Background: an optimization exercise with open tools, aiming at small area. Do not read the settings as production practice.

## ALU_wrapper
module ALU_wrapper( clk, reset, ABCmd_i, LoadA_i, LoadB_i, LoadCmd_i, ACC_o, Done_o);
	input clk;
	input reset;
	input LoadA_i;
	input LoadB_i;
	input LoadCmd_i;
	input [7:0] ABCmd_i;
	output [7:0] ACC_o;
	output Done_o;
	reg [7:0] rA, rB, ACC_o;
	wire [3:0] op  = ABCmd_i[3:0];
	wire       CI  = ABCmd_i[4];
	wire       shr = ABCmd_i[5];
	wire       BCD = ABCmd_i[6];
	wire       MUL = ABCmd_i[7];
	reg [2:0] state;
	wire RO      = ~state[1];
	wire LoadA   = ~state[2] &  state[1] & ~state[0];
	wire LoadB   =  state[0];
	wire LoadCmd =  state[2] &  state[1];
	assign Done_o = state[2] & ~state[1];
	wire nA = (RO & ~LoadCmd_i & ~LoadB_i & LoadA_i) | (LoadA & ~LoadB_i & ~LoadCmd_i) |
	          (LoadB & LoadA_i) | (LoadCmd & LoadA_i);
	wire nB = (RO & ~LoadCmd_i & LoadB_i) | (LoadA & LoadB_i) |
	          (LoadB & ~LoadA_i & ~LoadCmd_i) | (LoadCmd & ~LoadA_i & LoadB_i);
	wire nC = (RO & LoadCmd_i) | (LoadA & ~LoadB_i & LoadCmd_i) | (LoadB & ~LoadA_i & LoadCmd_i);
	wire nO = LoadCmd & ~LoadA_i & ~LoadB_i;
	always @(posedge clk or posedge reset)
		if (reset)
			state <= 3'b000;
		else
			state <= {nC | nO, nA | nB | nC, nB};
	always @(posedge clk or posedge reset)
		if (reset) begin
			rA <= 0;
			rB <= 0;
		end else begin
			if (LoadA) rA <= ABCmd_i;
			if (LoadB) rB <= ABCmd_i;
		end
	reg  [7:0] lg;
	wire       lg8 = shr & rA[0];
	reg  [7:0] op2;
	wire       cin = CI & ~shr & ~(op[3] & op[2]);
	always @* begin
		case (op[1:0])
		    2'b00: lg = rA | rB;
		    2'b01: lg = rA & rB;
		    2'b10: lg = rA ^ rB;
		    2'b11: lg = rA;
		endcase
		if (shr)
		    lg = {CI, rA[7:1]};
		case (op[3:2])
		    2'b00: op2 = rB;
		    2'b01: op2 = ~rB;
		    2'b10: op2 = lg;
		    2'b11: op2 = 8'd0;
		endcase
	end
	wire [7:0] s;
	wire c1, c2, c3, c5, c6, c7;
	FA u_a0(.a(lg[0]), .b(op2[0]), .c(cin), .s(s[0]), .co(c1));
	FA u_a1(.a(lg[1]), .b(op2[1]), .c(c1),  .s(s[1]), .co(c2));
	FA u_a2(.a(lg[2]), .b(op2[2]), .c(c2),  .s(s[2]), .co(c3));
	wire t3  = lg[3] ^ op2[3];
	wire g3  = lg[3] & op2[3];
	assign s[3] = t3 ^ c3;
	wire s21 = s[2] | s[1];
	wire HC0 = g3 | (BCD & t3 & s21);
	wire HC1 = g3 | t3 | (BCD & ~t3 & s21);
	wire HC  = c3 ? HC1 : HC0;
	FA u_a4(.a(lg[4]), .b(op2[4]), .c(HC),  .s(s[4]), .co(c5));
  ...
Settings: LEC_CHECK=0, CAP_MARGIN=20, CORE_MARGIN=2, CORE_UTILIZATION=40, GPL_TIMING_DRIVEN=0, SLEW_MARGIN=20; clock period 6.0 ns.
standard.sh (not shown) runs the stock make flow with config.mk's settings and CLKGATE_MAP_FILE= SYNTH_SCRIPT=/design/flow/synth_recipe.tcl, a recipe that flattens the netlist after the stock synthesis.
==> flow/flow/run.sh <==
#!/bin/bash
# Own layout flow: the standard ORFS flow, except that
#  - synthesis maps the design's FA/HA adder modules straight onto the
#    sky130 fa_1/ha_1 cells (flow/my_synth.tcl), and
#  - port buffers are the smallest buffer (buf_1).
# Each tool's output goes to a log file of its own in this folder.
set -euo pipefail
W=$(pwd)
F=$W/flow
# same make call as standard.sh, with our synthesis script
sed "s#SYNTH_SCRIPT=[^ ]*#SYNTH_SCRIPT=$F/my_synth.tcl#" standard.sh > my_standard.sh
grep -q "SYNTH_SCRIPT=$F/my_synth.tcl" my_standard.sh
# my_synth.tcl = synth_recipe.tcl with our own synth wrapper in place of its first line
{ echo "source $F/synth_pre.tcl"; tail -n +2 synth_recipe.tcl; } > $F/my_synth.tcl
export MY_FLOW_DIR=$F
if [[ -f $F/env.sh ]]; then source $F/env.sh; fi
bash my_standard.sh synth > synth.log 2>&1
bash my_standard.sh > layout.log 2>&1
==> flow/flow/abc3.script <==
strash
ifraig
dc2
dch -f
map -a
mfs2
strash
dch -f
map -a
topo
==> flow/flow/adder_map.v <==
module FA(a, b, c, s, co);
	input a, b, c;
	output s, co;
	sky130_fd_sc_hd__fa_1 _TECHMAP_REPLACE_ (.A(a), .B(b), .CIN(c), .SUM(s), .COUT(co));
endmodule

module HA(a, b, s, co);
	input a, b;
	output s, co;
	sky130_fd_sc_hd__ha_1 _TECHMAP_REPLACE_ (.A(a), .B(b), .SUM(s), .COUT(co));
endmodule
==> flow/flow/env.sh <==
export BUFFER_PORTS_ARGS="-buffer_cell sky130_fd_sc_hd__buf_1"
export MY_NO_EXTRACT_FA=1
export MY_ABC_SCRIPT=abc3.script
export SETUP_MOVE_SEQUENCE="unbuffer,sizeup,swap"
export CTS_ARGS="-sink_clustering_enable -repair_clock_nets -dont_use_dummy_load"
==> flow/flow/my_synth.tcl <==
source /design/flow/flow/synth_pre.tcl
source $::env(SCRIPTS_DIR)/synth.tcl
# left out here: clear keep_hierarchy, flatten, clean up, hide names made inside functions, write 1_2_yosys.v
==> flow/flow/synth_pre.tcl <==
# Replaces the first line of synth_recipe.tcl (which wraps synth in -nofsm -noshare).
# Before the first synth call, the FA/HA adder modules of the design are mapped
# straight onto the platform's full/half adder cells, and ABC is given an
# area-oriented script.
proc synth {args} {
  if { ![info exists ::my_adders_mapped] } {
    set ::my_adders_mapped 1
    yosys proc
    yosys techmap -map $::env(MY_FLOW_DIR)/adder_map.v
    if { [info exists ::env(MY_NO_EXTRACT_FA)] } {
      unset ::env(ADDER_MAP_FILE)
    }
    if { [info exists ::env(MY_ABC_SCRIPT)] } {
      set i [lsearch -exact $::abc_args -script]
      lset ::abc_args [expr {$i + 1}] $::env(MY_FLOW_DIR)/$::env(MY_ABC_SCRIPT)
    }
  }
  yosys synth -nofsm -noshare {*}$args
}
Next try:
--- a/flow/design.v
+++ b/flow/design.v
@@ -67,40 +67,28 @@
 		    2'b00: op2 = rB;
 		    2'b01: op2 = ~rB;
 		    2'b10: op2 = lg;
 		    2'b11: op2 = 8'd0;
 		endcase
 	end
 	wire [7:0] s;
-	wire c1, c2, c3, c5, c6, c7;
+	wire c1, c2, c3, c4, c5, c6, c7, c8;
 	FA u_a0(.a(lg[0]), .b(op2[0]), .c(cin), .s(s[0]), .co(c1));
 	FA u_a1(.a(lg[1]), .b(op2[1]), .c(c1),  .s(s[1]), .co(c2));
 	FA u_a2(.a(lg[2]), .b(op2[2]), .c(c2),  .s(s[2]), .co(c3));
-	wire t3  = lg[3] ^ op2[3];
-	wire g3  = lg[3] & op2[3];
-	assign s[3] = t3 ^ c3;
-	wire s21 = s[2] | s[1];
-	wire HC0 = g3 | (BCD & t3 & s21);
-	wire HC1 = g3 | t3 | (BCD & ~t3 & s21);
-	wire HC  = c3 ? HC1 : HC0;
+	FA u_a3(.a(lg[3]), .b(op2[3]), .c(c3),  .s(s[3]), .co(c4));
+	wire HC = c4 | (BCD & s[3] & (s[2] | s[1]));
 	FA u_a4(.a(lg[4]), .b(op2[4]), .c(HC),  .s(s[4]), .co(c5));
 	FA u_a5(.a(lg[5]), .b(op2[5]), .c(c5),  .s(s[5]), .co(c6));
 	FA u_a6(.a(lg[6]), .b(op2[6]), .c(c6),  .s(s[6]), .co(c7));
-	wire t7  = lg[7] ^ op2[7];
-	wire g7  = lg[7] & op2[7];
-	assign s[7] = t7 ^ c7;
-	wire s65 = s[6] | s[5];
-	wire CO0 = (lg8 ^ g7) | (BCD & t7 & s65);
-	wire CO1 = (lg8 ^ (g7 | t7)) | (BCD & ~t7 & s65);
-	wire CO  = c7 ? CO1 : CO0;
-	wire V0  = rA[7] ^ op2[7] ^ CO0 ^ t7;
-	wire V1  = rA[7] ^ op2[7] ^ CO1 ^ ~t7;
-	wire AV  = c7 ? V1 : V0;
-	wire AN  = s[7];
-	wire AZ  = ~|s;
+	FA u_a7(.a(lg[7]), .b(op2[7]), .c(c7),  .s(s[7]), .co(c8));
+	wire CO = (lg8 ^ c8) | (BCD & s[7] & (s[6] | s[5]));
+	wire AN = s[7];
+	wire AZ = ~|s;
+	wire AV = rA[7] ^ op2[7] ^ CO ^ AN;
 	reg mc_hi;
 	wire pp0_0 = ~(rA[0] & rB[0]);
 	wire pp0_1 = ~(rA[1] & rB[0]);
 	wire pp0_2 = ~(rA[2] & rB[0]);
 	wire pp0_3 = ~(rA[3] & rB[0]);
 	wire pp0_4 = ~(rA[4] & rB[0]);
 	wire pp0_5 = ~(rA[5] & rB[0]);
@@ -263,16 +251,17 @@
 	wire mc_lo = mc48;
 	wire ms49, mc49;
 	FA u_m49(.a(mc35), .b(ms36), .c(mc_hi), .s(ms49), .co(mc49));
 	wire ms50, mc50;
 	FA u_m50(.a(mc36), .b(ms37), .c(mc49), .s(ms50), .co(mc50));
 	wire ms51, mc51;
 	FA u_m51(.a(mc37), .b(ms38), .c(mc50), .s(ms51), .co(mc51));
+	wire mc_la = ~((~(mc37 | ms38)) | ((~(mc37 & ms38)) & (~(mc36 | ms37))) | ((~(mc37 & ms38)) & (~(mc36 & ms37)) & (~(mc35 | ms36))) | ((~(mc37 & ms38)) & (~(mc36 & ms37)) & (~(mc35 & ms36)) & ~mc_hi));
 	wire ms52, mc52;
-	FA u_m52(.a(mc38), .b(ms39), .c(mc51), .s(ms52), .co(mc52));
+	FA u_m52(.a(mc38), .b(ms39), .c(mc_la), .s(ms52), .co(mc52));
 	wire ms53, mc53;
 	FA u_m53(.a(mc39), .b(ms40), .c(mc52), .s(ms53), .co(mc53));
 	wire ms54, mc54;
 	FA u_m54(.a(mc40), .b(ms41), .c(mc53), .s(ms54), .co(mc54));
 	wire ms55, mc55;
 	FA u_m55(.a(mc41), .b(pp7_7), .c(mc54), .s(ms55), .co(mc55));
 	wire [15:0] mult_out = ~{mc55, ms55, ms54, ms53, ms52, ms51, ms50, ms49, ms48, ms47, ms46, ms45, ms44, ms43, ms42, pp0_0};
After rerunning: With this change the flow reached the layout checks and failed them: negative setup slack; core utilization increases by 0.68 points; critical path depth climbs by 9; global-route usage went down by 1.5 points; cell area increases by 0.99%; cell count came out lower by 3.8%; hold slack degrades by 14 ps; die area stays flat; via count is lower by 3.8%; routed wire length is lower by 4.5%; worst setup slack loses 340 ps.
No run of this note included a check of the RTL's function; only the layout flow was run.

[re-timing with driven ports]
The flow's constraints put no driver on any port. The routed layouts listed below were extracted and timed again, unchanged, in two steps. Step 1 (the two cells are an assumption about what drives the block):
set clk [get_ports {clk}]
set_driving_cell -lib_cell sky130_fd_sc_hd__clkbuf_16 $clk
set_driving_cell -lib_cell sky130_fd_sc_hd__buf_2 [delete_from_list [all_inputs] $clk]
Step 2 times the ports against the registers' clock, not the clock port: input delays grow and output delays shrink by t, the midpoint of the rising clock arrivals with the driver on. Three values: ideal, step 1, step 2; two values: the first two.
run | t (ns) | setup WS [ns] | clock arrival spread, ns | worst data-port slew with drivers (ns) | pins driven straight from the clock port
the first run | 0.303 | 0.190 / 0.190 / -0.035 | 0.008 / 0.008 | 0.03 | 1
the second run | 0.303 | -0.151 / -0.184 / -0.487 | 0.012 / 0.012 | 0.06 | 1
With both steps, setup timing fails in the first run, where it was met with ideal ports. For the second run, which loses most, drivers alone change the setup slack by -0.033 ns; drivers and shift together by -0.336 ns.
